From an optimization exercise on the open Yosys and OpenROAD flow, aimed at small area, a short achievable clock period and few clock cycles per item; shortcuts taken in it are not production practice.
At most, simulation tests tie the RTL to the original design; equivalence was not proved.
Only the layout flow was run in run 1; the RTL was not checked for function there.
Power is estimated from default activity; no workload was simulated.

**design.v**
```verilog
`timescale 1ns / 1ns
module mat_ops_controller #(
	parameter DATA_LEN = 8,
	parameter N = 8,
	parameter ADDRESS_SIZE = 4
)
(
	input                         i_clk,
	input                         i_rstn,
	input   [DATA_LEN*N-1:0]      i_read_data_A,
	output  [ADDRESS_SIZE-1:0]    o_address_A,
	output                        o_wr_en_A,
	output  [DATA_LEN*N-1:0]      o_write_data_A,
	input   [DATA_LEN*N-1:0]      i_read_data_B,
	output  [ADDRESS_SIZE-1:0]    o_address_B,
	output                        o_wr_en_B,
	output  [DATA_LEN*N-1:0]      o_write_data_B,
	output                        o_done
);
	reg        run;
	reg  [2:0] r;
	reg  [3:0] s;
	reg  [2:0] tail;
	reg        run_n;
	reg  [2:0] r_n;
	reg  [3:0] s_n;
	reg  [2:0] tail_n;
	wire start = (i_read_data_A[7:0] == 8'd1);
	wire last  = (s == 4'd8) && (r == 3'd7);
	wire idle  = !run && (tail == 3'd0);
	always @(*) begin
		run_n  = run ? !last : (idle && start);
		r_n    = r;
		s_n    = s;
		tail_n = 3'd0;
		if (run) begin
			if (s == 4'd8) begin
				s_n = 4'd0;
				r_n = r + 3'd1;
			end else if (r == 3'd0 && s == 4'd2) begin
				s_n = 4'd4;
			end else begin
				s_n = s + 4'd1;
			end
			if (last)
				tail_n = 3'd1;
		end else if (tail != 3'd0) begin
			tail_n = (tail == 3'd4) ? 3'd0 : tail + 3'd1;
		end
	end
	wire       wr_n   = run && (s_n == 4'd3) && (r_n != 3'd0);
	wire [3:0] s_m1   = s_n - 4'd1;
	wire [2:0] k_n    = (s_n < 4'd3) ? s_n[2:0] : s_m1[2:0];
	wire       done_n = (tail_n == 3'd4);
	reg  [3:0] addr_a;
	reg  [3:0] addr_b;
	reg        wr_b;
	reg        done;
	reg        v0;
	reg  [2:0] k0;
	reg        f0;
	always @(posedge i_clk, negedge i_rstn) begin
		if (!i_rstn) begin
			run    <= 1'b0;
			r      <= 3'd0;
			s      <= 4'd0;
			tail   <= 3'd0;
			addr_a <= 4'd0;
			addr_b <= 4'd0;
			wr_b   <= 1'b0;
			done   <= 1'b0;
		end else begin
			run    <= run_n;
			r      <= r_n;
			s      <= s_n;
			tail   <= tail_n;
			addr_a <= {run_n, r_n};
			addr_b <= done_n ? 4'd15 : (wr_n ? {1'b1, r_n - 3'd1} : {1'b0, k_n});
			wr_b   <= wr_n || done_n;
			done   <= done_n;
		end
	end
	always @(posedge i_clk) begin
		v0 <= run_n && !wr_n;
		k0 <= k_n;
		f0 <= run_n && (s_n == 4'd0);
	end
	reg                  v1;
	reg  [2:0]           k1;
	reg                  f1;
	reg                  f2;
	reg  [7:0]           a2;
	reg  [63:0]          b2;
	wire [63:0]          acc;
	always @(posedge i_clk) begin
		v1 <= v0;
		k1 <= k0;
		f1 <= f0;
		f2 <= f1;
		a2 <= v1 ? i_read_data_A[8*k1 +: 8] : 8'd0;
		b2 <= i_read_data_B;
	end
	genvar j;
	generate
		for (j = 0; j < N; j = j + 1) begin : LANE
			mac_lane u_lane (
				.i_clk (i_clk),
				.a     (a2),
				.b     (b2[8*j +: 8]),
				.first (f2),
				.acc   (acc[8*j +: 8])
			);
		end
	endgenerate
	assign o_address_A    = addr_a;
	assign o_wr_en_A      = done;
	assign o_write_data_A = {(DATA_LEN*N){1'b0}};
	assign o_address_B    = addr_b;
	assign o_wr_en_B      = wr_b;
	assign o_write_data_B = acc;
	assign o_done         = done;
endmodule
module mac_lane (
	input            i_clk,
	input      [7:0] a,
	input      [7:0] b,
	input            first,
	output reg [7:0] acc
);
	reg              first_q;
	wire [14:0] d;
	reg  [14:0] q;
	wire t1;
	wire t2;
	wire t3;
	wire t4;
	wire t5;
	wire t6;
	wire t7;
	wire t8;
	wire t9;
	wire t10;
	wire t11;
	wire t12;
	wire t13;
	wire t14;
	wire t15;
	wire t16;
	wire t17;
	wire t18;
	wire t19;
	wire t20;
	wire t21;
	wire t22;
	wire t23;
	wire t24;
	wire t25;
	wire t26;
	wire t27;
	wire t28;
	wire t29;
	wire t30;
	wire t31;
	wire t32;
	wire t33;
	wire t34;
	wire t35;
	wire t36;
	assign t1 = (a[0] & b[6]) ^ (a[1] & b[5]);
	assign t2 = (a[0] & b[6]) & (a[1] & b[5]);
	assign t3 = (a[0] & b[7]) ^ (a[1] & b[6]) ^ (a[2] & b[5]);
	assign t4 = (a[3] & b[4]) ^ (a[4] & b[3]);
	assign t5 = (a[0] & b[4]) ^ (a[1] & b[3]);
	assign t6 = (a[0] & b[4]) & (a[1] & b[3]);
	assign t7 = (a[0] & b[5]) ^ (a[1] & b[4]) ^ (a[2] & b[3]);
	assign t8 = ((a[0] & b[5]) & (a[1] & b[4])) | ((a[0] & b[5]) & (a[2] & b[3])) | ((a[1] & b[4]) & (a[2] & b[3]));
	assign t9 = (a[3] & b[2]) ^ (a[4] & b[1]);
	assign t10 = (a[3] & b[2]) & (a[4] & b[1]);
	assign t11 = t1 ^ (a[2] & b[4]) ^ (a[3] & b[3]);
	assign t12 = (t1 & (a[2] & b[4])) | (t1 & (a[3] & b[3])) | ((a[2] & b[4]) & (a[3] & b[3]));
	assign t13 = (a[4] & b[2]) ^ (a[5] & b[1]) ^ (a[6] & b[0]);
	assign t14 = ((a[4] & b[2]) & (a[5] & b[1])) | ((a[4] & b[2]) & (a[6] & b[0])) | ((a[5] & b[1]) & (a[6] & b[0]));
	assign t15 = t2 ^ t3 ^ t4;
	assign t16 = (a[5] & b[2]) ^ (a[6] & b[1]) ^ (a[7] & b[0]);
	assign t17 = (a[0] & b[3]) ^ (a[1] & b[2]);
	assign t18 = (a[0] & b[3]) & (a[1] & b[2]);
	assign t19 = t5 ^ (a[2] & b[2]) ^ (a[3] & b[1]);
	assign t20 = (t5 & (a[2] & b[2])) | (t5 & (a[3] & b[1])) | ((a[2] & b[2]) & (a[3] & b[1]));
	assign t21 = t6 ^ t7 ^ t9;
	assign t22 = (t6 & t7) | (t6 & t9) | (t7 & t9);
	assign t23 = t8 ^ t10 ^ t11;
	assign t24 = (t8 & t10) | (t8 & t11) | (t10 & t11);
	assign t25 = t12 ^ t14 ^ t15;
	assign t26 = (a[0] & b[2]) ^ (a[1] & b[1]);
	assign t27 = (a[0] & b[2]) & (a[1] & b[1]);
	assign t28 = t17 ^ (a[2] & b[1]) ^ (a[3] & b[0]);
	assign t29 = (t17 & (a[2] & b[1])) | (t17 & (a[3] & b[0])) | ((a[2] & b[1]) & (a[3] & b[0]));
	assign t30 = t18 ^ t19 ^ (a[4] & b[0]);
	assign t31 = (t18 & t19) | (t18 & (a[4] & b[0])) | (t19 & (a[4] & b[0]));
	assign t32 = t20 ^ t21 ^ (a[5] & b[0]);
	assign t33 = (t20 & t21) | (t20 & (a[5] & b[0])) | (t21 & (a[5] & b[0]));
	assign t34 = t22 ^ t23 ^ t13;
	assign t35 = (t22 & t23) | (t22 & t13) | (t23 & t13);
	assign t36 = t24 ^ t25 ^ t16;
	assign d[0] = (a[0] & b[0]);
	assign d[1] = (a[0] & b[1]);
	assign d[2] = (a[1] & b[0]);
	assign d[3] = t26;
	assign d[4] = (a[2] & b[0]);
	assign d[5] = t27;
	assign d[6] = t28;
	assign d[7] = t29;
	assign d[8] = t30;
	assign d[9] = t31;
	assign d[10] = t32;
	assign d[11] = t33;
	assign d[12] = t34;
	assign d[13] = t35;
	assign d[14] = t36;
	always @(posedge i_clk) begin
		q       <= d;
		first_q <= first;
	end
	wire [7:0] g = first_q ? 8'd0 : acc;
	always @(posedge i_clk)
		acc <= g + {q[13] , q[11] , q[9] , q[7] , q[5] , q[3] , q[1] , q[0]} + {q[14] , q[12] , q[10] , q[8] , q[6] , q[4] , q[2] , 1'b0};
endmodule
```
**flow/run.sh**
```bash
#!/bin/bash
# The standard layout (the standard.sh, standard synthesis unchanged) with
# the port buffers made from the smallest buffer cell instead of the
# clock-delay buffer that buffer_ports picks by default.
set -euo pipefail
bash standard.sh BUFFER_PORTS_ARGS="-buffer_cell sky130_fd_sc_hd__buf_1" finish > make_finish.log 2>&1
```
**standard.sh**
```bash
#!/bin/bash
# synth_recipe.tcl (not shown) runs the flow's synth.tcl, then flattens the netlist and writes it again
# the make line also repeats each setting of config.mk as NAME=value (left out here)
make -C /OpenROAD-flow-scripts/flow DESIGN_CONFIG=/design/flow/config.mk WORK_HOME=/design/flow/orfs CLKGATE_MAP_FILE= SYNTH_SCRIPT=/design/flow/synth_recipe.tcl "${@:-finish}"
```
**config.mk**
```make
export PLATFORM = sky130hd
export DESIGN_NAME = mat_ops_controller
export DESIGN_NICKNAME = mat_ops_controller
export VERILOG_FILES = /design/flow/design.v
export SDC_FILE = /design/flow/constraint.sdc
export NUM_CORES = 4
export LEC_CHECK = 0
export CAP_MARGIN = 20
export CORE_MARGIN = 2
export CORE_UTILIZATION = 40
export PLACE_DENSITY = 0.6
export SETUP_SLACK_MARGIN = 2.5
export SLEW_MARGIN = 20
```
**constraint.sdc**
```tcl
create_clock -name core_clock -period 5.0 [get_ports {i_clk}]
set_input_delay 1.0000 -clock core_clock [delete_from_list [all_inputs] [get_ports {i_clk}]]
set_output_delay 1.0000 -clock core_clock [all_outputs]
set_load 0.01 [all_outputs]
```
==> parameters.txt, run 1 <==
Parameter                              Value

Layout
  Final-stage net count ... 2049
  Area overhead of the layout relative to synthesis ... 19.3%
  FILL cells ... 3615
  Ratio of cells with drive above 1 in the final layout ... 0.131

STA
  Top achievable clock speed ... around 400 MHz
  Final critical delay including setup and external delays ... 2.56 ns
  Setup repair after global routing missed its margin ... yes
  Final worst clock skew ... 0.0249 ns
  Final hold violation count ... 0
  Fin crit share ... 0.513
  Worst rel slew slack ... 0.462
  Pin slew with the least headroom to its limit ... 0.805 ns
  Setup Total Neg Slack ... 0 ns
  Number of slew-limit violations in the final report ... 0
  Final setup violation count ... 0

Floorplan
  Initial core utilization ... 0.405
  Chip Height ... 202 um
  Horizontal die dimension ... about 200 um
  I/O pin count ... 269
  Core Box Area ... 38600 um^2
  Die area ... 40600 um^2
  Site Rows ... 72

Detailed routing
  Vias per cell ... 4.54
  DRT Wirelength ... 35600 um
  Remaining antenna violation count ... 0
  Drt wl/cell ... 16.0 um
  Count of routing violations after the opening detailed-route iteration ... 321
  DRC ... 0
  Number of iterations in the first detailed-routing pass ... 4
  Via count ... 10060

Logic synthesis
  Syn Inst Count ... 1435
  Most used flip-flop cell after synthesis ... dfxtp_1
  Synth cell count leaders ... dfxtp_1, and2_1, fa_1
  Biggest area consumer among synthesized cells ... dfxtp_1
  Count leader, synth ... dfxtp_1
  Post-synth top area share ... 0.344
  Flops & latches, synth ... 284
  Top cells by area, synth ... dfxtp_1, fa_1, ha_1
  Number of warnings reported in the yosys synthesis log ... 2
  Library cells used by synthesis ... 52
  Synth async-reset ratio ... 0.0563
  Synthesized area ... 15600 um^2
  Synthesized area divided by synthesized cell count ... ~11 um^2
  Sequential share of the synthesized area ... 0.369
  Count of flip-flops with a built-in enable after synthesis ... 0

Power
  P_leak ... 8.32 nW
  Total chip power ... 0.00972 W
  Pwr per Cell Area ... 522 nW/um^2
  IR drop worst, VDD ... roughly 0.00031 V
  Part of the total power dissipated in the clock network ... 0.261
  Comb pwr share ... 0.394
  Net switching power of the design ... between 0.003 and 0.004 W
  Sw Ratio ... 0.352
  Reg power frac ... 0.345
  Internal power ... 0.00630 W

Clock tree
  TritonCTS clock tree ... built
  Number of buffers on the longest clock path ... 3
  Clock insertion delay at the later pin of the skew report ... 0.53 ns
  Max H-tree Level ... 2
  Sink Count ... 284
  Cell at the root of the clock tree ... clkbuf_16
  Clk pin slew, worst setup/hold paths ... 0.06 ns
  CTS Buf Count ... 34

Placement
  Final GP Congestion ... 0.786
  Count of input and output buffers ... about 200
  HPWL reported at the end of detailed placement ... roughly 25000 um

Global routing
  Via count of the first global-routing pass ... around 11000
  First-pass GRT wire length ... 55300 um
  Maximum number of pins on one net before global-route repair ... 28
  Combined global-route utilization of all metal layers ... 0.174
  Initial antenna violation count ... 2
  Remaining Overflow, GRT ... 0

Critical path
  Req. time, crit path ... 5.40 ns
  Reg-to-Reg End ... LANE[0].u_lane.q[12]$_DFF_P_
  Reg2Reg Launch Point ... a2[1]$_SDFF_PN0_
  Worst setup path category ... reg2reg
  Reg2Reg Depth ... 8
  Nature of the critical path startpoint ... flop
  Data arrival time of the worst path ... 2.97 ns
  Worst Setup End Kind ... flop
  Worst-path fanout max ... 7
  Register-to-Register Setup Slack ... 2.44 ns

Min path
  Hold Path End ... v1$_DFF_P_
  Start point of the worst min-delay path ... v0$_DFF_P_
  Depth of the worst hold-timing path ... 0
  Hold WC Path Type ... reg2reg

Flow run
  Max-cap check violation count ... 0

Run status
  Status ... finished clean
==> power by group through the flow <==
stage,sequential [W],combinational (W),clock (W)
2_1_floorplan,0.00328,0.00286,0
3_3_place_gp,0.00343,0.00350,0
3_5_place_dp,0.00344,0.00359,0
4_1_cts,0.00337,0.00374,0.00260
5_1_grt,0.00344,0.00436,0.00269
6_report,0.00335,0.00383,0.00254
==> routing by layer <==
layer  up-vias  GRT usage  share of wire
li1       4843          -              -
met3        52     0.0373          0.054
met2       262      0.301           0.49
met5         -          0              0
met1      4903      0.216           0.43
met4         0     0.0599          0.023
==> timing repair <==
item                                    in CTS  in global routing
hold buffers                                 0                  0
endpoints found under the setup margin      80                 54
resized for setup                           18                 49
pin swaps                                   14                 44
buffers inserted                            16                 22
cloned                                       0                  2
==> flip-flops by register name, indices dropped and copies added (netlist names), 3 cells and up <==
signal / cells
LANE.u_lane.acc: 64
b2: 64
a2: 8
LANE.u_lane.q: 120
addr_a: 3
k0: 3
tail: 3
addr_b: 4
s: 4
k1: 3
==> area by class of cell <==
class / count / area (um^2) / area share
clock inverters: 12 / 158 / 0.00847
diodes: 1 / 2.50 / 0.000134
multi-input cells: 984 / 9260 / 0.498
flip-flops and latches: 284 / 5790 / 0.311
repair buffers: 257 / 1320 / 0.0708
well taps: 518 / 648 / 0.0348
clock buffers: 45 / 995 / 0.0534
inverters: 116 / 435 / 0.0234
==> cells in the final DEF (no fill, tap or decap), types with 7 or more instances in the layout <==
master / instances
fa_2: 16
ha_1: 93
nand2_1: 128
and2_1: 163
mux4_2: 16
a21oi_1: 18
ha_2: 7
xor2_1: 21
buf_1: 204
inv_1: 109
fa_1: 120
dfrtp_1: 14
inv_2: 7
dfxtp_1: 260
a21o_1: 12
nand2b_1: 15
mux2i_1: 12
nor2b_1: 49
buf_4: 34
clkbuf_16: 38
buf_6: 9
conb_1: 64
nor2_1: 15
a21oi_2: 15
o21bai_1: 16
xnor2_1: 127
==> kinds of logic after synthesis <==
family	share of synthesized area
simple gates	0.143
buf+inv	0.0726
flops	0.369
fa+ha+maj	0.259
other cells	0.000240
compound gates	0.0352
xor+xnor	0.0870
mux	0.0334
==> worst max-delay path: stages (launching register included) <==
cell and delay [ns]:
dfxtp_4 0.39, buf_6 0.15, and2_1 0.16, ha_4 0.26, inv_2 0.03, fa_1 0.47
inv_1 0.05, fa_2 0.53, fa_2 0.42
==> per-stage QoR <==
step	worst slack, ns	utilization	cells	hold WS [ns]	instance area (um^2)
after global placement	1.99	0.437	2118	0.312	16800
after detailed placement	1.96	0.437	2118	0.312	16800
after CTS	2.39	0.472	2191	0.324	18200
final	2.44	0.483	2217	0.326	18600
after floorplan	2.31	-	1498	0.310	16100
after global routing	2.34	0.483	2216	0.328	18600
==> worst max-delay path by stage <==
stage / start / end / slack, ns / cells after the start
after floorplan: a2[0]$_SDFF_PN0_ / LANE[2].u_lane.q[12]$_DFF_P_ / 2.31 / 10
after global placement: LANE[7].u_lane.first_q$_DFF_P_ / LANE[3].u_lane.acc[7]$_DFF_P_ / 1.99 / 13
after detailed placement: LANE[7].u_lane.first_q$_DFF_P_ / LANE[3].u_lane.acc[7]$_DFF_P_ / 1.96 / 13
after CTS: LANE[7].u_lane.first_q$_DFF_P_ / LANE[3].u_lane.acc[7]$_DFF_P_ / 2.39 / 13
after global routing: LANE[7].u_lane.first_q$_DFF_P_ / LANE[7].u_lane.acc[7]$_DFF_P_ / 2.34 / 12
final: a2[1]$_SDFF_PN0_ / LANE[0].u_lane.q[12]$_DFF_P_ / 2.44 / 8
==> run 2: changes to the inputs <==
--- a/design.v
+++ b/design.v
@@ -17,73 +17,64 @@
 	output  [DATA_LEN*N-1:0]      o_write_data_B,
 	output                        o_done
 );
-	reg        run;
+	reg        idle;
+	reg  [8:0] S;
+	reg  [3:0] T;
 	reg  [2:0] r;
-	reg  [3:0] s;
-	reg  [2:0] tail;
-	reg        run_n;
-	reg  [2:0] r_n;
-	reg  [3:0] s_n;
-	reg  [2:0] tail_n;
+	reg  [2:0] wrow;      
 	wire start = (i_read_data_A[7:0] == 8'd1);
-	wire last  = (s == 4'd8) && (r == 3'd7);
-	wire idle  = !run && (tail == 3'd0);
-	always @(*) begin
-		run_n  = run ? !last : (idle && start);
-		r_n    = r;
-		s_n    = s;
-		tail_n = 3'd0;
-		if (run) begin
-			if (s == 4'd8) begin
-				s_n = 4'd0;
-				r_n = r + 3'd1;
-			end else if (r == 3'd0 && s == 4'd2) begin
-				s_n = 4'd4;
-			end else begin
-				s_n = s + 4'd1;
-			end
-			if (last)
-				tail_n = 3'd1;
-		end else if (tail != 3'd0) begin
-			tail_n = (tail == 3'd4) ? 3'd0 : tail + 3'd1;
-		end
-	end
-	wire       wr_n   = run && (s_n == 4'd3) && (r_n != 3'd0);
-	wire [3:0] s_m1   = s_n - 4'd1;
-	wire [2:0] k_n    = (s_n < 4'd3) ? s_n[2:0] : s_m1[2:0];
-	wire       done_n = (tail_n == 3'd4);
+	wire go    = idle && start;
+	wire r0    = (r == 3'd0);
+	wire r7    = (r == 3'd7);
+	wire [8:0] S_n;
+	assign S_n[0] = go || (S[8] && !r7);
+	assign S_n[1] = S[0];
+	assign S_n[2] = S[1];
+	assign S_n[3] = S[2] && !r0;
+	assign S_n[4] = (S[2] && r0) || S[3];
+	assign S_n[8:5] = S[7:4];
+	wire [3:0] T_n = {T[2:0], S[8] && r7};
+	wire       idle_n = (idle && !start) || T[3];
+	wire [2:0] r_n    = S[8] ? r + 3'd1 : r;
+	wire [2:0] wrow_n = S[8] ? r : wrow;
+	wire       run_n  = |S_n;
+	wire       wb_n   = S_n[3] || T_n[3];
+	wire [2:0] k_n    = {S_n[5] | S_n[6] | S_n[7] | S_n[8],
+	                     S_n[2] | S_n[4] | S_n[7] | S_n[8],
+	                     S_n[1] | S_n[4] | S_n[6] | S_n[8]};
 	reg  [3:0] addr_a;
 	reg  [3:0] addr_b;
 	reg        wr_b;
 	reg        done;
 	reg        v0;
-	reg  [2:0] k0;
 	reg        f0;
 	always @(posedge i_clk, negedge i_rstn) begin
 		if (!i_rstn) begin
-			run    <= 1'b0;
+			idle   <= 1'b1;
+			S      <= 9'd0;
+			T      <= 4'd0;
 			r      <= 3'd0;
-			s      <= 4'd0;
-			tail   <= 3'd0;
+			wrow   <= 3'd0;
 			addr_a <= 4'd0;
 			addr_b <= 4'd0;
 			wr_b   <= 1'b0;
 			done   <= 1'b0;
 		end else begin
-			run    <= run_n;
+			idle   <= idle_n;
+			S      <= S_n;
+			T      <= T_n;
 			r      <= r_n;
-			s      <= s_n;
-			tail   <= tail_n;
+			wrow   <= wrow_n;
 			addr_a <= {run_n, r_n};
-			addr_b <= done_n ? 4'd15 : (wr_n ? {1'b1, r_n - 3'd1} : {1'b0, k_n});
-			wr_b   <= wr_n || done_n;
-			done   <= done_n;
+			addr_b <= wb_n ? {1'b1, wrow_n} : {1'b0, k_n};
+			wr_b   <= wb_n;
+			done   <= T_n[3];
 		end
 	end
+	wire [2:0] k0 = addr_b[2:0];
 	always @(posedge i_clk) begin
-		v0 <= run_n && !wr_n;
-		k0 <= k_n;
-		f0 <= run_n && (s_n == 4'd0);
+		v0 <= run_n && !S_n[3];
+		f0 <= S_n[0];
 	end
 	reg                  v1;
 	reg  [2:0]           k1;
--- a/config.mk
+++ b/config.mk
@@ -9,5 +9,5 @@
 export CORE_MARGIN = 2
 export CORE_UTILIZATION = 40
 export PLACE_DENSITY = 0.6
-export SETUP_SLACK_MARGIN = 2.5
+export SETUP_SLACK_MARGIN = 3.0
 export SLEW_MARGIN = 20
==> parameters.txt, run 2 <==
Parameter                              Value

Critical path
  Worst-path fanout max ... 7 (unchanged)
  Beginning of the critical path ... a2[0]$_SDFF_PN0_ (was a2[1]$_SDFF_PN0_)
  Reg2Reg Launch Point ... a2[0]$_SDFF_PN0_ (was a2[1]$_SDFF_PN0_)
  Nature of the critical path startpoint ... flop (unchanged)
  Worst Setup End Kind ... flop (unchanged)
  Worst setup path category ... reg2reg (unchanged)
  Data arrival time of the worst path ... 2.99 ns (was 2.97 ns)
  Req. time, crit path ... 5.39 ns (was 5.40 ns)

Logic synthesis
  Biggest area consumer among synthesized cells ... dfxtp_1 (unchanged)
  Top cells by area, synth ... dfxtp_1, fa_1, ha_1 (unchanged)
  Synth async-reset ratio ... 0.0862 (was 0.0563)
  Flops & latches, synth ... 290 (was 284)
  Count of flip-flops with a built-in enable after synthesis ... 0 (unchanged)
  Sequential share of the synthesized area ... 0.382 (was 0.369)
  Syn Inst Count ... 1411 (was 1435)
  Library cells used by synthesis ... 37 (was 52)
  Synth cell count leaders ... dfxtp_1, and2_1, fa_1, inv_1 (was dfxtp_1, and2_1, fa_1)
  Most used flip-flop cell after synthesis ... dfxtp_1 (unchanged)
  Count leader, synth ... dfxtp_1 (unchanged)
  Synthesized area ... 15500 um^2 (was 15600 um^2)
  Post-synth top area share ... 0.342 (was 0.344)
  Number of warnings reported in the yosys synthesis log ... 2 (unchanged)
  Synthesized area divided by synthesized cell count ... 11.0 um^2 (was 10.9 um^2)

Power
  IR drop worst, VDD ... 0.000232 V (was 0.000308 V)
  P_leak ... 8.87 nW (was 8.32 nW)
  Total chip power ... 0.00956 W (was 0.00972 W)
  Pwr per Cell Area ... 475 nW/um^2 (was 522 nW/um^2)

Floorplan
  Initial core utilization ... 0.403 (was 0.405)
  Core Box Area ... 38500 um^2 (was 38600 um^2)
  I/O pin count ... 269 (unchanged)
  Die area ... 40400 um^2 (was 40600 um^2)
  Horizontal die dimension ... 201 um (was 202 um)
  Site Rows ... 72 (unchanged)
  Chip Height ... 201 um (was 202 um)

STA
  Fin crit share ... 0.518 (was 0.513)
  Number of slew-limit violations in the final report ... 0 (unchanged)
  Final worst clock skew ... 0.0253 ns (was 0.0249 ns)
  Final setup violation count ... 0 (unchanged)
  Setup repair after global routing missed its margin ... yes (unchanged)
  Worst rel slew slack ... 0.429 (was 0.462)
  Top achievable clock speed ... 386 MHz (was 390 MHz)
  Pin slew with the least headroom to its limit ... 0.855 ns (was 0.805 ns)
  Final critical delay including setup and external delays ... 2.59 ns (was 2.56 ns)
  Final hold violation count ... 0 (unchanged)
  Setup Total Neg Slack ... 0 ns (unchanged)
  Worst hold slack after final layout ... 0.324 ns (was 0.326 ns)

Detailed routing
  Drt wl/cell ... 17.3 um (was 16.0 um)
  Via count ... 10078 (was 10060)
  DRC ... 0 (unchanged)
  Met3 routed WL ... 1870 um (was 1930 um)
  Wire length on met1 ... 16300 um (was 15400 um)
  Count of routing violations after the opening detailed-route iteration ... 239 (was 321)
  Remaining antenna violation count ... 0 (unchanged)
  Highest signal layer in the routed design ... met5 (was met4)
  Vias per cell ... 4.50 (was 4.54)
  Wire length on met2 ... 19200 um (was 17500 um)
  DRT Wirelength ... 38800 um (was 35600 um)
  Number of iterations in the first detailed-routing pass ... 4 (unchanged)

Clock tree
  Max H-tree Level ... 2 (unchanged)
  Number of buffers on the longest clock path ... 3 (unchanged)
  Sink Count ... 290 (was 284)
  Clk pin slew, worst setup/hold paths ... 0.06 ns (about the same)
  Cell at the root of the clock tree ... clkbuf_16 (unchanged)
  TritonCTS clock tree ... built (unchanged)
  Clock insertion delay at the later pin of the skew report ... 0.52 ns (was 0.53 ns)
  CTS Buf Count ... 34 (unchanged)
  Number of hold buffers added after CTS ... 0 (unchanged)

Global routing
  Maximum number of pins on one net before global-route repair ... 28 (unchanged)
  Remaining Overflow, GRT ... 0 (unchanged)
  Initial antenna violation count ... 2 (unchanged)
  Via count of the first global-routing pass ... 10819 (was 10634)
  Combined global-route utilization of all metal layers ... 0.195 (was 0.174)
  First-pass GRT wire length ... 60300 um (was 55300 um)

Layout
  Count of antenna diodes in the layout ... 0 (was 1)
  Share of the core filled with cells ... 0.523 (was 0.483)
  FILL cells ... 3425 (was 3615)
  Area overhead of the layout relative to synthesis ... 29.7% (was 19.3%)
  Max FFs per register ... 120 (unchanged)
  Multi-input combinational cell area ... 9610 um^2 (was 9260 um^2)
  Commonest non-fill, non-tap cells in the layout ... dfxtp_1, and2_1, buf_1 (was dfxtp_1, buf_1, and2_1)
  Final-stage net count ... 2066 (was 2049)
  Most common cell after layout, fill and taps aside ... dfxtp_1 (unchanged)
  Storage element area ... 6050 um^2 (was 5790 um^2)
  Ratio of cells with drive above 1 in the final layout ... 0.312 (was 0.131)
  Reg with most FFs ... LANE.u_lane.q (unchanged)
  Largest registers ranked by flip-flop count ... LANE.u_lane.q x120, LANE.u_lane.acc x64, b2 x64 (unchanged)

Placement
  HPWL reported at the end of detailed placement ... 24700 um (about the same)
  Count of input and output buffers ... 204 (unchanged)
  Final GP Congestion ... 0.813 (was 0.786)

Run status
  Status ... finished clean (unchanged)

Min path
  Hold WC Path Type ... reg2reg (unchanged)
  Start point of the worst min-delay path ... v0$_DFF_P_ (unchanged)

Flow run
  Max-cap check violation count ... 0 (unchanged)
-- run 2: cell count changes in the layout (fill, tap and decap cells not counted), moves of 15 or more --
| cell | previous run | this run |
|---|---|---|
| buf_1 | 204 | 131 |
| dfxtp_1 | 260 | 204 |
| buf_6 | 9 | 64 |
| dfxtp_2 | 2 | 46 |
| inv_2 | 7 | 47 |
| fa_1 | 120 | 87 |
| fa_2 | 16 | 49 |
| ha_1 | 93 | 61 |
| ha_4 | 6 | 35 |
| and2_1 | 163 | 135 |
| and2_4 | 6 | 34 |
| buf_2 | 0 | 26 |
| inv_1 | 109 | 89 |
| xnor2_1 | 127 | 112 |
-- run 2: worst paths after layout --
kind | end | slack [ns] | cells past startpoint
max | LANE[6].u_lane.q[10]$_DFF_P_ | 2.41 | 8
min | v1$_DFF_P_ | 0.32 | 0
max reg2reg | LANE[6].u_lane.q[10]$_DFF_P_ | 2.41 | 8
min reg2reg | v1$_DFF_P_ | 0.32 | 0
max in group asynchronous | idle$_DFF_PN1_ | 4.25 | 2
min in group asynchronous | wrow[0]$_DFF_PN0_ | 0.46 | 2
-- run 2: final cells by class --
class                      instances  area share
clock buffer                      53      0.0499
inverter                         136      0.0254
tap                              518      0.0322
sequential                       290       0.300
clock inverter                     2    0.000684
multi-input combinational        940       0.478
timing repair buffer             299       0.114
-- run 2: metal layers --
layer,track usage,up-vias
met2,0.343,264
met1,0.240,4949
met3,0.0360,69
met4,0.0648,4
li1,-,4792
met5,0,-
-- run 2: critical path, stage by stage (launching register included) --
cell     delay [ns]
dfxtp_4        0.40
buf_12         0.15
buf_4          0.13
buf_6          0.10
buf_6          0.10
and2_4         0.13
fa_1           0.46
fa_2           0.55
fa_2           0.42
-- run 2: where the power goes --
part / leakage [nW] / switching (W) / internal [W] / total, W
Combinational: 5.84 / 0.00184 / 0.00222 / 0.00406
Clock: 0.497 / 0.000952 / 0.00137 / 0.00232
Sequential: 2.53 / 0.000311 / 0.00287 / 0.00318
-- run 2: logic make-up (layout without fill, tap and decap cells) --
kind of cell    count (synthesis)  in the layout  share of synthesized area
buf+inv                       244            490                     0.0778
xor+xnor                      153            153                     0.0893
compound gates                 73             73                     0.0278
flops                         290            290                      0.382
other cells                     1             64                   0.000242
fa+ha+maj                     235            235                      0.255
simple gates                  388            388                      0.136
mux                            27             27                     0.0306
-- run 2: timing repair --
item	in CTS	in global routing
resized for setup	256	122
setup endpoints to repair	202	162
buffers inserted	63	18
cloned	4	1
pin swaps	80	71
-- run 2: metrics by stage --
stage,cell area [um^2],setup WS (ns),cells
after detailed placement,16900,1.97,2097
after floorplan,16200,2.33,1474
after CTS,19500,2.42,2219
after global routing,20100,2.34,2238
after global placement,16900,2.03,2097
final,20100,2.41,2238
Testbench counts of run 2, summed over its fixed seeds: cycles 29,184, jobs 384.
==> run 3: changes to the inputs <==
--- a/config.mk
+++ b/config.mk
@@ -9,5 +9,5 @@
 export CORE_MARGIN = 2
 export CORE_UTILIZATION = 40
 export PLACE_DENSITY = 0.6
-export SETUP_SLACK_MARGIN = 3.0
+export SETUP_SLACK_MARGIN = 2.5
 export SLEW_MARGIN = 20
==> parameters.txt, run 3 <==
Parameter                              Value

Min path
  Hold WC Path Type ... reg2reg (unchanged)

STA
  Setup Total Neg Slack ... 0 ns (unchanged)
  Setup repair after global routing missed its margin ... yes (unchanged)
  Fin crit share ... 0.510 (was 0.518)
  Final hold violation count ... 0 (unchanged)
  Worst hold slack after final layout ... 0.324 ns (about the same)
  Final critical delay including setup and external delays ... 2.55 ns (was 2.59 ns)
  Number of slew-limit violations in the final report ... 0 (unchanged)
  Worst rel slew slack ... 0.454 (was 0.429)
  Pin slew with the least headroom to its limit ... 0.818 ns (was 0.855 ns)
  Final setup violation count ... 0 (unchanged)
  Final worst clock skew ... 0.0155 ns (was 0.0253 ns)
  Top achievable clock speed ... 392 MHz (was 386 MHz)

Detailed routing
  Highest signal layer in the routed design ... met4 (was met5)
  DRT Wirelength ... 34100 um (was 38800 um)
  Number of iterations in the first detailed-routing pass ... 4 (unchanged)
  Via count ... 9762 (was 10078)
  Remaining antenna violation count ... 0 (unchanged)
  Wire length on met1 ... 14700 um (was 16300 um)
  Count of routing violations after the opening detailed-route iteration ... 248 (was 239)
  DRC ... 0 (unchanged)
  Vias per cell ... 4.43 (was 4.50)
  Wire length on met2 ... 17000 um (was 19200 um)
  Drt wl/cell ... 15.5 um (was 17.3 um)
  Met3 routed WL ... 1890 um (was 1870 um)

Clock tree
  Number of buffers on the longest clock path ... 3 (unchanged)
  Max H-tree Level ... 2 (unchanged)
  Number of hold buffers added after CTS ... 0 (unchanged)
  TritonCTS clock tree ... built (unchanged)
  CTS Buf Count ... 34 (unchanged)
  Sink Count ... 290 (unchanged)
  Clk pin slew, worst setup/hold paths ... 0.06 ns (about the same)
  Clock insertion delay at the later pin of the skew report ... 0.51 ns (was 0.52 ns)
  Cell at the root of the clock tree ... clkbuf_16 (unchanged)

Logic synthesis
  Biggest area consumer among synthesized cells ... dfxtp_1 (unchanged)
  Top cells by area, synth ... dfxtp_1, fa_1, ha_1 (unchanged)
  Sequential share of the synthesized area ... 0.382 (unchanged)
  Number of warnings reported in the yosys synthesis log ... 2 (unchanged)
  Most used flip-flop cell after synthesis ... dfxtp_1 (unchanged)
  Synth async-reset ratio ... 0.0862 (unchanged)
  Count leader, synth ... dfxtp_1 (unchanged)
  Synth cell count leaders ... dfxtp_1, and2_1, fa_1, inv_1 (unchanged)
  Syn Inst Count ... 1411 (unchanged)
  Synthesized area ... 15500 um^2 (unchanged)
  Library cells used by synthesis ... 37 (unchanged)
  Post-synth top area share ... 0.342 (unchanged)
  Count of flip-flops with a built-in enable after synthesis ... 0 (unchanged)
  Synthesized area divided by synthesized cell count ... 11.0 um^2 (unchanged)
  Flops & latches, synth ... 290 (unchanged)

Layout
  Final-stage net count ... 2025 (was 2066)
  Area overhead of the layout relative to synthesis ... 19.5% (was 29.7%)
  Ratio of cells with drive above 1 in the final layout ... 0.138 (was 0.312)
  Most common cell after layout, fill and taps aside ... dfxtp_1 (unchanged)
  Commonest non-fill, non-tap cells in the layout ... dfxtp_1, buf_1, and2_1 (was dfxtp_1, and2_1, buf_1)
  Max FFs per register ... 120 (unchanged)
  Largest registers ranked by flip-flop count ... LANE.u_lane.q x120, LANE.u_lane.acc x64, b2 x64 (unchanged)
  Reg with most FFs ... LANE.u_lane.q (unchanged)

Critical path
  Data arrival time of the worst path ... 2.94 ns (was 2.99 ns)
  Delay of the slowest critical-path stage ... 0.52 ns (was 0.55 ns)
  Chain of cells forming the critical path ... buf_4 -> and2_4 -> ha_4 -> inv_2 -> fa_1 -> inv_1 -> fa_2 -> fa_1 (was buf_12 -> buf_4 -> buf_6 -> buf_6 -> and2_4 -> fa_1 -> fa_2 -> fa_2)
  Nature of the critical path startpoint ... flop (unchanged)
  Req. time, crit path ... 5.39 ns (about the same)
  Slowest stage cell, crit path ... fa_2 (unchanged)
  Worst setup path category ... reg2reg (unchanged)
  Worst Setup End Kind ... flop (unchanged)
  Worst Path Buf+Inv ... 3 (was 4)
  Most prevalent standard cell on the critical path ... fa_1
  Cell family with most CP delay ... adder cells (unchanged)
  Worst-path fanout max ... 8 (was 7)

Power
  Sw Ratio ... 0.325 (was 0.324)
  IR drop worst, VDD ... 0.000207 V (was 0.000232 V)
  Internal power ... 0.00595 W (was 0.00646 W)
  Pwr per Cell Area ... 476 nW/um^2 (was 475 nW/um^2)
  Comb pwr share ... 0.365 (was 0.425)
  P_leak ... 8.34 nW (was 8.87 nW)
  Reg power frac ... 0.351 (was 0.332)
  Total chip power ... 0.00882 W (was 0.00956 W)
  Part of the total power dissipated in the clock network ... 0.284 (was 0.243)
  Net switching power of the design ... 0.00287 W (was 0.00310 W)

Floorplan
  Initial core utilization ... 0.403 (unchanged)
  Die area ... 40400 um^2 (unchanged)
  Horizontal die dimension ... 201 um (unchanged)
  I/O pin count ... 269 (unchanged)
  Chip Height ... 201 um (unchanged)
  Core Box Area ... 38500 um^2 (unchanged)
  Site Rows ... 72 (unchanged)

Placement
  Final GP Congestion ... 0.786 (was 0.813)
  HPWL reported at the end of detailed placement ... 24600 um (was 24700 um)
  Count of input and output buffers ... 204 (unchanged)

Global routing
  Via count of the first global-routing pass ... 10406 (was 10819)
  Remaining Overflow, GRT ... 0 (unchanged)
  Combined global-route utilization of all metal layers ... 0.173 (was 0.195)
  Maximum number of pins on one net before global-route repair ... 33 (was 28)
  Initial antenna violation count ... 2 (unchanged)
  First-pass GRT wire length ... 55100 um (was 60300 um)

Flow run
  Max-cap check violation count ... 0 (unchanged)

Run status
  Status ... finished clean (unchanged)
## run 3: cell counts after synthesis
No cell type changed its count.
## run 3: logic make-up after synthesis
kind of cell	after synthesis	synth area share
muxes	27	0.0306
AOI/OAI and AO/OA	73	0.0278
DFF	290	0.382
other	1	0.000242
adders and majority gates	235	0.255
xor gates and xnor gates	153	0.0893
buffers and inverters	244	0.0778
and+or+nand+nor	388	0.136
## run 3: what timing repair did
action	4_1_cts	5_1_grt
endpoints found under the setup margin	89	44
pin swaps	19	60
gates cloned	0	1
setup buffers	22	18
gates resized for setup	40	45
## run 3: routing by layer
metal / up-vias / track usage
li1: 4726 / -
met1: 4722 / 0.214
met2: 272 / 0.308
met3: 42 / 0.0352
met4: 0 / 0.0455
met5: - / 0
## run 3: power groups by stage
stage | clock (W) | combinational (W) | sequential (W)
finish | 0.00251 | 0.00322 | 0.00309
global route | 0.00268 | 0.00368 | 0.00316
CTS | 0.00258 | 0.00315 | 0.00311
detailed placement | 0 | 0.00307 | 0.00315
global placement | 0 | 0.00299 | 0.00316
floorplan | 0 | 0.00237 | 0.00316
## run 3: final cells by class
| type | instances | area (um^2) |
|---|---|---|
| repair buffers | 258 | 1350 |
| clock inverters | 16 | 148 |
| multi-input cells | 940 | 8910 |
| diodes | 1 | 2.50 |
| well taps | 518 | 648 |
| flip-flops and latches | 290 | 5950 |
| clock buffers | 46 | 1010 |
| fillers | 3577 | 19900 |
| inverters | 136 | 510 |
## run 3: worst paths after layout
check / startpoint / to / slack [ns] / cells after the start
max in group asynchronous: i_rstn / idle$_DFF_PN1_ / 4.25 / 2
worst min register to register: f0$_DFF_P_ / f1$_DFF_P_ / 0.32 / 0
worst min-delay path: f0$_DFF_P_ / f1$_DFF_P_ / 0.32 / 0
worst max register to register: a2[0]$_SDFF_PN0_ / LANE[6].u_lane.q[12]$_DFF_P_ / 2.45 / 8
worst max-delay path: a2[0]$_SDFF_PN0_ / LANE[6].u_lane.q[12]$_DFF_P_ / 2.45 / 8
min in group asynchronous: i_rstn / addr_b[3]$_DFF_PN0_ / 0.45 / 2
## run 3: stage by stage
step,cells,setup slack [ns],area (um^2),utilization
after floorplan,1474,2.33,15900,-
after global placement,2101,1.96,16700,0.434
after detailed placement,2101,1.90,16700,0.434
after CTS,2185,2.41,18200,0.473
after global routing,2205,2.36,18500,0.482
final,2205,2.45,18500,0.482

==> separate check: timing with driven ports <==
The flow's constraints put no driver on any port. The routed layouts listed below were extracted and timed again, unchanged, in two steps.
Step 1 sets driving cells, clkbuf_16 on the clock port and buf_2 on the other inputs (assumed; they add their load-dependent delay and slew).
Step 2, shift: input delay + t, output delay - t, t = (earliest + latest rising clock arrival at the registers) / 2. This alone moves slack from input paths to output paths.
a / b / c = no drivers / after step 1 / after step 2; a / b = the first two.
run | t, ns | slack for setup (ns) | cell pins on the clock port's net
run 1 | 0.570 | 2.436 / 2.436 / 2.436 | 1
run 2 | 0.562 | 2.409 / 2.409 / 2.409 | 1
run 3 | 0.558 | 2.449 / 2.449 / 2.449 | 1
After both steps every run listed still meets setup and hold.
